Background: an optimization exercise with open tools, aiming at small area, a short achievable clock period and few clock cycles per item. Do not read the settings as production practice. Function was checked by simulation only, so behaviour that the tests miss may differ from the original. Power is estimated from default activity; no workload was simulated.

## shift_add_multiplier
module shift_add_multiplier
#(
    parameter int OPERAND_WIDTH = 32
)
(
    input  logic        flush,
    input  logic        clk,
    input  logic        rst,
    input  logic        start,
    input  logic [1:0]  mul_type,
    input  logic [31:0] a,
    input  logic [31:0] b,
    output logic [63:0] p,
    output logic        done,
    output logic        work
);
    logic [36:0] P_lo;
    logic [27:0] P_hi;
    logic [31:0] S;
    logic [31:0] C;
    logic [3:0] L_s, L_c;
    logic cy;
    logic [3:0] cnt;
    logic busy, last, fin, first;
    logic [1:0] e_one, e_two, e_neg;
    wire load   = start & ~busy & ~last & ~fin;
    wire nfirst = ~first;
    wire [32:0] A = {(mul_type[0] | mul_type[1]) & a[31], a};
    wire [36:0] bext = {{4{(mul_type == 2'b01) & b[31]}}, b, 1'b0};
    wire [31:0] sg = S & {32{nfirst}};
    wire [31:0] cg = C & {32{nfirst}};
    wire [33:0] pp0 = (({34{e_one[0]}} & {A[32], A}) | ({34{e_two[0]}} & {A, 1'b0})) ^ {34{e_neg[0]}};
    wire [33:0] pp1 = (({34{e_one[1]}} & {A[32], A}) | ({34{e_two[1]}} & {A, 1'b0})) ^ {34{e_neg[1]}};
    wire s1 = sg[0] ^ cg[0] ^ e_neg[0];
    wire c2 = (sg[0] & cg[0]) | (sg[0] & e_neg[0]) | (cg[0] & e_neg[0]);
    wire s3 = sg[1] ^ cg[1] ^ pp0[1];
  ...
clock: 5.5 ns
lec_check: 0
abc_clock_period_in_ps: 2000
cap_margin: 20
core_margin: 2
core_utilization: 55
cts_buf_list: sky130_fd_sc_hd__clkbuf_4 sky130_fd_sc_hd__clkbuf_8
setup_slack_margin: 3.3
slew_margin: 20
standard.sh (not shown) runs the stock make flow with config.mk's settings and CLKGATE_MAP_FILE= SYNTH_SCRIPT=/design/flow/synth_recipe.tcl, a recipe that flattens the netlist after the stock synthesis.
==> flow/flow/run.sh <==
#!/bin/bash
# The standard layout, with the port buffers that buffer_ports inserts made
# from the smallest buffer instead of the delay cell it picks by default.
set -euo pipefail
export BUFFER_PORTS_ARGS="-buffer_cell sky130_fd_sc_hd__buf_1"
bash standard.sh > standard_flow.log 2>&1
Testbench counts at the start, summed over its fixed seeds: cycles 9,984, items 768.
Rerun with:
==> flow/run.sh (new file) <==
#!/bin/bash
# synth_recipe.tcl (not shown) runs the flow's synth.tcl, then flattens the netlist and writes it again
# the make line also repeats each setting of config.mk as NAME=value (left out here)
make -C /OpenROAD-flow-scripts/flow DESIGN_CONFIG=/design/flow/config.mk WORK_HOME=/design/flow/orfs CLKGATE_MAP_FILE= SYNTH_SCRIPT=/design/flow/synth_recipe.tcl finish
ABC_CLOCK_PERIOD_IN_PS = 2200   (was 2000)
CORE_UTILIZATION = 40   (was 55)
SETUP_SLACK_MARGIN = 3.0   (was 3.3)
removed: flow/flow/run.sh
removed: flow/standard.sh
=> Power is lower by 9.8%. Sequential power drops by about 3%. Fmax is lower by about 10%. Die area is higher by about 36%. Synthesized area stays the same. Design area goes up by 0.73%. Worst setup slack gets worse by 0.26 ns.
Rerun with:
==> flow/flow/run.sh (new file) <==
#!/bin/bash
# The standard layout, with the port buffers that buffer_ports inserts made
# from the smallest buffer instead of the delay cell it picks by default.
set -euo pipefail
export BUFFER_PORTS_ARGS="-buffer_cell sky130_fd_sc_hd__buf_1"
bash standard.sh > standard_flow.log 2>&1
==> flow/standard.sh (new file) <==
#!/bin/bash
# synth_recipe.tcl (not shown) runs the flow's synth.tcl, then flattens the netlist and writes it again
# the make line also repeats each setting of config.mk as NAME=value (left out here)
make -C /OpenROAD-flow-scripts/flow DESIGN_CONFIG=/design/flow/config.mk WORK_HOME=/design/flow/orfs CLKGATE_MAP_FILE= SYNTH_SCRIPT=/design/flow/synth_recipe.tcl "${@:-finish}"
CORE_UTILIZATION = 55   (was 40)
removed: flow/run.sh
The new run went through all stages and came out clean.
Die area falls by a quarter to a third.
Maximum frequency hardly moves.
Routed wire length falls by a few percent.
Area after synthesis stays the same.
Design area is lower by roughly a tenth.
Power barely changes.
Global-route usage is higher by 5.1 points.
Critical path depth increases by 1.
Via count decreases slightly.
Cell count fell by a little under a tenth.
Worst setup slack improves by 0.0045 ns.
Rerun with:
ABC_CLOCK_PERIOD_IN_PS = 2000   (was 2200)
CORE_UTILIZATION = 40   (was 55)
SETUP_SLACK_MARGIN = 3.3   (was 3.0)
TNS_END_PERCENT = 5   (was default)
Outcome: The changed run completed without violations. First-iteration DRC count rose by a quarter to a third. Wire length rose by a few percent. Hold slack stays flat. Via count fell slightly. Clock-buffer cell count fell by 1. Worst setup slack gains 0.16 ns. Register-to-register slack gains 0.20 ns. Synthesized area is unchanged.
Rerun with:
ABC_CLOCK_PERIOD_IN_PS = 2200   (was 2000)
CTS_BUF_LIST = default   (was sky130_fd_sc_hd__clkbuf_4 sky130_fd_sc_hd__clkbuf_8)
SETUP_SLACK_MARGIN = 3.0   (was 3.3)
TNS_END_PERCENT = default   (was 5)
After rerunning:
- The new run finished with timing, DRC and antenna clean
- core utilization goes down by 1.3 points
- worst setup slack got worse by 0.089 ns
- count of clock-buffer cells in the layout stays the same
- die area stays the same
- via count falls by 2.1%
- global-route usage shrinks by 0.24 points
- power hardly moves
Rerun with:
ABC_AREA = 1   (was default)
ABC_CLOCK_PERIOD_IN_PS = default   (was 2200)
CTS_BUF_LIST = sky130_fd_sc_hd__clkbuf_4 sky130_fd_sc_hd__clkbuf_8   (was default)
The changed run completed without violations.
Fmax grows by 1.4%.
Via count grows by 15%.
Final area grows by 2.7%.

---

Another version of the RTL of shift_add_multiplier (not shown whole).
For scale: ~1000 cells after synthesis, ~160 flip-flops, roughly 140 I/O pins, about 0.011 sq mm of cells after synthesis.
==> flow/config.mk <==
export PLATFORM = sky130hd
export DESIGN_NAME = shift_add_multiplier
export DESIGN_NICKNAME = shift_add_multiplier
export VERILOG_FILES = /design/flow/design.v
export SDC_FILE = /design/flow/constraint.sdc
export NUM_CORES = 4
export LEC_CHECK = 0
export ABC_CLOCK_PERIOD_IN_PS = 2200
export CAP_MARGIN = 20
export CORE_MARGIN = 2
export CORE_UTILIZATION = 40
export CTS_BUF_LIST = sky130_fd_sc_hd__clkbuf_4 sky130_fd_sc_hd__clkbuf_8
export SETUP_SLACK_MARGIN = 3.0
export SLEW_MARGIN = 20
==> flow/constraint.sdc <==
create_clock -name core_clock -period 5.5 [get_ports {clk}]
set_input_delay 1.1000 -clock core_clock [delete_from_list [all_inputs] [get_ports {clk}]]
set_output_delay 1.1000 -clock core_clock [all_outputs]
set_load 0.01 [all_outputs]
==> flow/flow/run.sh <==
#!/bin/bash
# The standard layout, with the port buffers that buffer_ports inserts made
# from the smallest buffer instead of the delay cell it picks by default.
set -euo pipefail
export BUFFER_PORTS_ARGS="-buffer_cell sky130_fd_sc_hd__buf_1"
bash standard.sh > standard_flow.log 2>&1
Testbench counts at the start, summed over its fixed seeds: cycles 7,680, items 768.
Rerun with:
Settings changed: ABC_CLOCK_PERIOD_IN_PS 2200 to 2000, SETUP_SLACK_MARGIN 3.0 to 3.4.
Result: The changed run finished clean; global-route usage grows by 1.5 points; worst setup slack loses 0.081 ns; worst hold slack got worse by 0.016 ns; synthesized area does not change; non-clock buffer count went up by 74.
Rerun with:
Settings changed: ABC_CLOCK_PERIOD_IN_PS 2000 to 2700, SETUP_SLACK_MARGIN 3.4 to 2.8.
Effect: Global-route usage is lower by 2.1 points; synthesized area is unchanged; first-iteration DRC count is lower by 5.7%; sequential power is lower by about 3%; routed wire length is lower by about 12%.

port drivers added, routing unchanged:
Ports are ideal in the flow. The routed layouts listed here were re-timed in OpenROAD.
Step 1, drivers: a clkbuf_16 drives clk and a buf_2 each remaining input, both assumed.
Step 2 also shifts input and output timing later by t, the mid clock arrival at the registers, as if the neighbouring blocks saw the same clock.
a / b / c = no drivers / after step 1 / after step 2; a / b = the first two.
run	t (ns)	setup WS [ns]	latest minus earliest clock arrival (ns)	slew at the worst register clock pin (ns)	worst slew at a driven data input, ns
the first run of note 1	0.504	3.286 / 3.279 / 2.800	0.023 / 0.022	0.10 / 0.10	0.06
the second run of note 1	0.508	3.028 / 3.000 / 2.547	0.019 / 0.019	0.09 / 0.09	0.07
the third run of note 1	0.495	3.033 / 3.033 / 2.691	0.014 / 0.014	0.09 / 0.09	0.04
the fourth run of note 1	0.503	3.195 / 3.205 / 2.702	0.022 / 0.022	0.11 / 0.11	0.05
the fifth run of note 1	0.471	3.106 / 3.106 / 2.666	0.011 / 0.011	0.07 / 0.07	0.05
the sixth run of note 1	0.496	3.139 / 3.139 / 2.708	0.011 / 0.011	0.09 / 0.09	0.05
the first run of note 2	0.510	2.811 / 2.806 / 2.296	0.021 / 0.021	0.11 / 0.11	0.08
the second run of note 2	0.513	2.731 / 2.736 / 2.223	0.020 / 0.020	0.11 / 0.11	0.10
the third run of note 2	0.510	2.805 / 2.830 / 2.320	0.019 / 0.019	0.10 / 0.10	0.07
After both steps every run listed still meets setup and hold. For the first run of note 2, which loses most, drivers alone change the setup slack by -0.005 ns; drivers and shift together by -0.515 ns.
